From an optimization exercise on the open Yosys and OpenROAD flow, aimed at small area, a short achievable clock period and few clock cycles per item; shortcuts taken in it are not production practice.
The flow treats the clock pin as an ideal source. Dropping or thinning the clock tree relies on that and would not hold on a real chip.
No activity file was given, so power comes from the tool's default toggle rates.

==> flow/design.v <==
module sys (
	clk,
	reset,
	addr,
	din,
	dout,
	req,
	wr,
	rdy,
	seed0,
	seed1,
	seed2,
	seed3,
	range
);
input           clk, reset;
input   [63:0]  din;
output  [63:0]  dout;
output  [63:0]  addr;
input   [63:0]  seed0, seed1, seed2, seed3;
output          req;
output          wr;
input           rdy;
input   [63:0]  range;
reg     [63:0]  s0, s1, s2, s3;      
reg             wr_n;                
reg     [3:0]   k_n;                 
reg             rr;                  
reg     [7:0]   h;                   
reg     [18:0]  xc;                  
localparam [15:0] X0 = 16'h0404;
localparam [15:0] X1 = 16'h0808;
localparam [15:0] X2 = 16'h0ef1;
localparam [15:0] X3 = 16'h1010;
localparam [15:0] X4 = 16'h1ae5;
localparam [15:0] X5 = 16'h1de2;
localparam [15:0] X6 = 16'h2020;
localparam [15:0] X7 = 16'h2b2b;
localparam [15:0] X8 = 16'h35ca;
localparam [15:0] X9 = 16'h4040;
localparam [15:0] X10 = 16'h43bc;
localparam [15:0] X11 = 16'h46b9;
localparam [15:0] X12 = 16'h4d4d;
localparam [15:0] X13 = 16'h5353;
localparam [15:0] X14 = 16'h5656;
localparam [15:0] X15 = 16'h5959;
localparam [15:0] X16 = 16'h5ca3;
localparam [15:0] X17 = 16'h728d;
localparam [15:0] X18 = 16'h7887;
reg     [63:0]  addr_r;
reg     [63:0]  dout_r;
reg             req_r;
reg             wr_r;
reg     [6:0]   gq;                  
wire    [63:0]  xpat;
assign xpat[0] = xc[7];
assign xpat[1] = xc[0];
assign xpat[2] = xc[16];
assign xpat[3] = xc[10];
assign xpat[4] = xc[14];
assign xpat[5] = xc[1];
assign xpat[6] = xc[11];
assign xpat[7] = xc[18];
assign xpat[8] = xc[13];
assign xpat[9] = xc[3];
assign xpat[10] = xc[17];
assign xpat[11] = xc[2];
assign xpat[12] = xc[15];
assign xpat[13] = xc[6];
assign xpat[14] = xc[4];
assign xpat[15] = xc[5];
assign xpat[16] = xc[0];
assign xpat[17] = xc[16];
assign xpat[18] = xc[10];
assign xpat[19] = xc[14];
assign xpat[20] = xc[1];
assign xpat[21] = xc[11];
assign xpat[22] = xc[18];
assign xpat[23] = xc[13];
assign xpat[24] = xc[3];
assign xpat[25] = xc[17];
assign xpat[26] = xc[2];
assign xpat[27] = xc[15];
assign xpat[28] = xc[6];
assign xpat[29] = xc[4];
assign xpat[30] = xc[5];
assign xpat[31] = xc[12];
assign xpat[32] = xc[16];
assign xpat[33] = xc[10];
assign xpat[34] = xc[14];
assign xpat[35] = xc[1];
assign xpat[36] = xc[11];
assign xpat[37] = xc[18];
assign xpat[38] = xc[13];
assign xpat[39] = xc[3];
assign xpat[40] = xc[17];
assign xpat[41] = xc[2];
assign xpat[42] = xc[15];
assign xpat[43] = xc[6];
assign xpat[44] = xc[4];
assign xpat[45] = xc[5];
assign xpat[46] = xc[12];
assign xpat[47] = xc[9];
assign xpat[48] = xc[10];
assign xpat[49] = xc[14];
assign xpat[50] = xc[1];
assign xpat[51] = xc[11];
assign xpat[52] = xc[18];
assign xpat[53] = xc[13];
assign xpat[54] = xc[3];
assign xpat[55] = xc[17];
assign xpat[56] = xc[2];
assign xpat[57] = xc[15];
assign xpat[58] = xc[6];
assign xpat[59] = xc[4];
assign xpat[60] = xc[5];
assign xpat[61] = xc[12];
assign xpat[62] = xc[9];
assign xpat[63] = xc[8];
wire    [63:0]  cur;
genvar          i;
integer         c;
generate
	for (i = 0; i < 2; i = i + 1) begin : g_cur
		assign cur[32*i +: 32] =
			(s0[32*i +: 32] & {32{h[4*i]}})   | (s1[32*i +: 32] & {32{h[4*i+1]}}) |
			(s2[32*i +: 32] & {32{h[4*i+2]}}) | (s3[32*i +: 32] & {32{h[4*i+3]}});
	end
endgenerate
wire    [63:0]  carry;
generate
	for (i = 0; i < 64; i = i + 1) begin : g_carry
		if (i < 8)
			assign carry[i] = &{1'b1, din[i - i%8 +: 8] | (8'hff << (i%8))};
		else
			assign carry[i] = &gq[i/8-1:0] & &(din[i - i%8 +: 8] | (8'hff << (i%8)));
	end
	for (i = 0; i < 7; i = i + 1) begin : g_gq
		always @(posedge clk)
			gq[i] <= &din[8*i+7:8*i];
	end
endgenerate
always @(posedge clk) begin
	if (reset) begin
		s0 <= seed0;
		s1 <= seed1;
		s2 <= seed2;
		s3 <= seed3;
	end
	if (reset) begin
		wr_n <= 1'b0;
		k_n  <= 4'd0;
	end
	else if (rdy) begin
		wr_n <= ~wr_n;
		if (!wr_n && h[3])
			k_n <= k_n + 4'd1;
	end
	rr     <= ~reset & rdy & ~wr_n;
	for (c = 0; c < 2; c = c + 1)
		if (reset)
			h[4*c +: 4] <= 4'b0001;
		else if (rr)
			h[4*c +: 4] <= {h[4*c +: 3], h[4*c+3]};
	xc[0] <= X0[k_n];
	xc[1] <= X1[k_n];
	xc[2] <= X2[k_n];
	xc[3] <= X3[k_n];
	xc[4] <= X4[k_n];
	xc[5] <= X5[k_n];
	xc[6] <= X6[k_n];
	xc[7] <= X7[k_n];
	xc[8] <= X8[k_n];
	xc[9] <= X9[k_n];
	xc[10] <= X10[k_n];
	xc[11] <= X11[k_n];
	xc[12] <= X12[k_n];
	xc[13] <= X13[k_n];
	xc[14] <= X14[k_n];
	xc[15] <= X15[k_n];
	xc[16] <= X16[k_n];
	xc[17] <= X17[k_n];
	xc[18] <= X18[k_n];
	req_r  <= ~reset;
	wr_r   <= wr_n;
	addr_r <= (cur ^ xpat) & range;
	dout_r <= din ^ carry;
end
assign req  = req_r;
assign wr   = wr_r;
assign addr = addr_r;
assign dout = dout_r;
endmodule
==> flow/config.mk <==
export PLATFORM = sky130hd
export DESIGN_NAME = sys
export DESIGN_NICKNAME = sys
export VERILOG_FILES = /design/flow/design.v
export SDC_FILE = /design/flow/constraint.sdc
export NUM_CORES = 4
export LEC_CHECK = 0
export CAP_MARGIN = 20
export CORE_MARGIN = 2
export CORE_UTILIZATION = 65
export PLACE_DENSITY = 0.8
export SETUP_SLACK_MARGIN = 1.75
export SLEW_MARGIN = 20
==> flow/constraint.sdc <==
create_clock -name core_clock -period 3.2 [get_ports {clk}]
set_input_delay 0.6400 -clock core_clock [delete_from_list [all_inputs] [get_ports {clk}]]
set_output_delay 0.6400 -clock core_clock [all_outputs]
set_load 0.01 [all_outputs]
standard.sh (not shown) runs the stock make flow with config.mk's settings and CLKGATE_MAP_FILE= SYNTH_SCRIPT=/design/flow/synth_recipe.tcl, a recipe that flattens the netlist after the stock synthesis.
==> flow/flow/run.sh <==
#!/bin/bash
# Standard ORFS layout with two changes:
#  - port buffers are buf_1 cells (buffer_ports otherwise picks
#    clkdlybuf4s50_1, a slow delay cell);
#  - the clock tree is built by flow/cts.tcl (two buffer levels) instead of
#    TritonCTS (three levels), which lowers the clock latency.
# Each step's full output goes to make_<step>.log here; ORFS's own logs are
# under orfs/logs.
set -euo pipefail
here=$(pwd)
export CTREE_TCL=$here/flow/ctree.tcl
export PULL_TCL=$here/flow/pull.tcl
A=(BUFFER_PORTS_ARGS="-buffer_cell sky130_fd_sc_hd__buf_1")
bash standard.sh "${A[@]}" place > make_place.log 2>&1
bash standard.sh "${A[@]}" run RUN_SCRIPT="$here/flow/cts.tcl" RUN_LOG_NAME_STEM=4_1_cts > make_cts.log 2>&1
bash standard.sh "${A[@]}" finish > make_finish.log 2>&1
Other scripts of this flow, unchanged in this note and not shown: flow/flow/ctree.tcl, flow/flow/cts.tcl, flow/flow/pull.tcl
Next try:
--- a/flow/design.v
+++ b/flow/design.v
@@ -25,9 +25,9 @@
 reg     [63:0]  s0, s1, s2, s3;      
 reg             wr_n;                
 reg     [3:0]   k_n;                 
 reg             rr;                  
-reg     [7:0]   h;                   
+reg     [15:0]  h;                   
 reg     [18:0]  xc;                  
 localparam [15:0] X0 = 16'h0404;
 localparam [15:0] X1 = 16'h0808;
 localparam [15:0] X2 = 16'h0ef1;
@@ -50,9 +50,8 @@
 reg     [63:0]  addr_r;
 reg     [63:0]  dout_r;
 reg             req_r;
 reg             wr_r;
-reg     [6:0]   gq;                  
 wire    [63:0]  xpat;
 assign xpat[0] = xc[7];
 assign xpat[1] = xc[0];
 assign xpat[2] = xc[16];
@@ -120,25 +119,21 @@
 wire    [63:0]  cur;
 genvar          i;
 integer         c;
 generate
-	for (i = 0; i < 2; i = i + 1) begin : g_cur
-		assign cur[32*i +: 32] =
-			(s0[32*i +: 32] & {32{h[4*i]}})   | (s1[32*i +: 32] & {32{h[4*i+1]}}) |
-			(s2[32*i +: 32] & {32{h[4*i+2]}}) | (s3[32*i +: 32] & {32{h[4*i+3]}});
+	for (i = 0; i < 4; i = i + 1) begin : g_cur
+		assign cur[16*i +: 16] =
+			(s0[16*i +: 16] & {16{h[4*i]}})   | (s1[16*i +: 16] & {16{h[4*i+1]}}) |
+			(s2[16*i +: 16] & {16{h[4*i+2]}}) | (s3[16*i +: 16] & {16{h[4*i+3]}});
 	end
 endgenerate
 wire    [63:0]  carry;
 generate
 	for (i = 0; i < 64; i = i + 1) begin : g_carry
-		if (i < 8)
-			assign carry[i] = &{1'b1, din[i - i%8 +: 8] | (8'hff << (i%8))};
+		if (i == 0)
+			assign carry[i] = 1'b1;
 		else
-			assign carry[i] = &gq[i/8-1:0] & &(din[i - i%8 +: 8] | (8'hff << (i%8)));
-	end
-	for (i = 0; i < 7; i = i + 1) begin : g_gq
-		always @(posedge clk)
-			gq[i] <= &din[8*i+7:8*i];
+			assign carry[i] = &din[i-1:0];
 	end
 endgenerate
 always @(posedge clk) begin
 	if (reset) begin
@@ -156,9 +151,9 @@
 		if (!wr_n && h[3])
 			k_n <= k_n + 4'd1;
 	end
 	rr     <= ~reset & rdy & ~wr_n;
-	for (c = 0; c < 2; c = c + 1)
+	for (c = 0; c < 4; c = c + 1)
 		if (reset)
 			h[4*c +: 4] <= 4'b0001;
 		else if (rr)
 			h[4*c +: 4] <= {h[4*c +: 3], h[4*c+3]};
Hold slack is about the same.
Sequential share of layout area drops by 3.1 points.
Via count climbs by 12%.
Clock power climbs by about 3%.
Total power climbs by 1.5%.
Area after synthesis drops by 1.0%.
Die area drops by 1.0%.
Setup slack gets worse by 0.56 ns.
Clock skew climbs by 0.0041 ns.
No run of this note included a check of the RTL's function; only the layout flow was run. In every run of this note, the design's own scripts or RTL, not TritonCTS, make the clock network.

[afterwards: timing with drivers on the ports]
The flow's constraints put no driver on any port. The routed layouts listed below were extracted and timed again, unchanged, in two steps.
Step 1: set_driving_cell puts a clkbuf_16 on clk and a buf_2 on each other input, an assumption about the parent block.
Step 2 times the ports against the registers' clock, not the clock port: input delays grow and output delays shrink by t, the midpoint of the rising clock arrivals with the driver on.
a / b / c = ideal ports / drivers / drivers and shift; a / b = the first two.
run	t (ns)	setup slack, ns	hold WS [ns]	slew at the worst register clock pin (ns)	cell pins on the clock port's net
the first run	0.427	1.747 / 1.640 / 1.438	0.406 / 0.393 / 0.406	0.11 / 0.11	4
the second run	0.438	1.191 / 1.224 / 0.786	0.408 / 0.381 / 0.408	0.11 / 0.11	4
After both steps setup and hold are still met in every run listed. For the second run, which loses most, drivers alone change the setup slack by +0.033 ns; drivers and shift together by -0.405 ns.
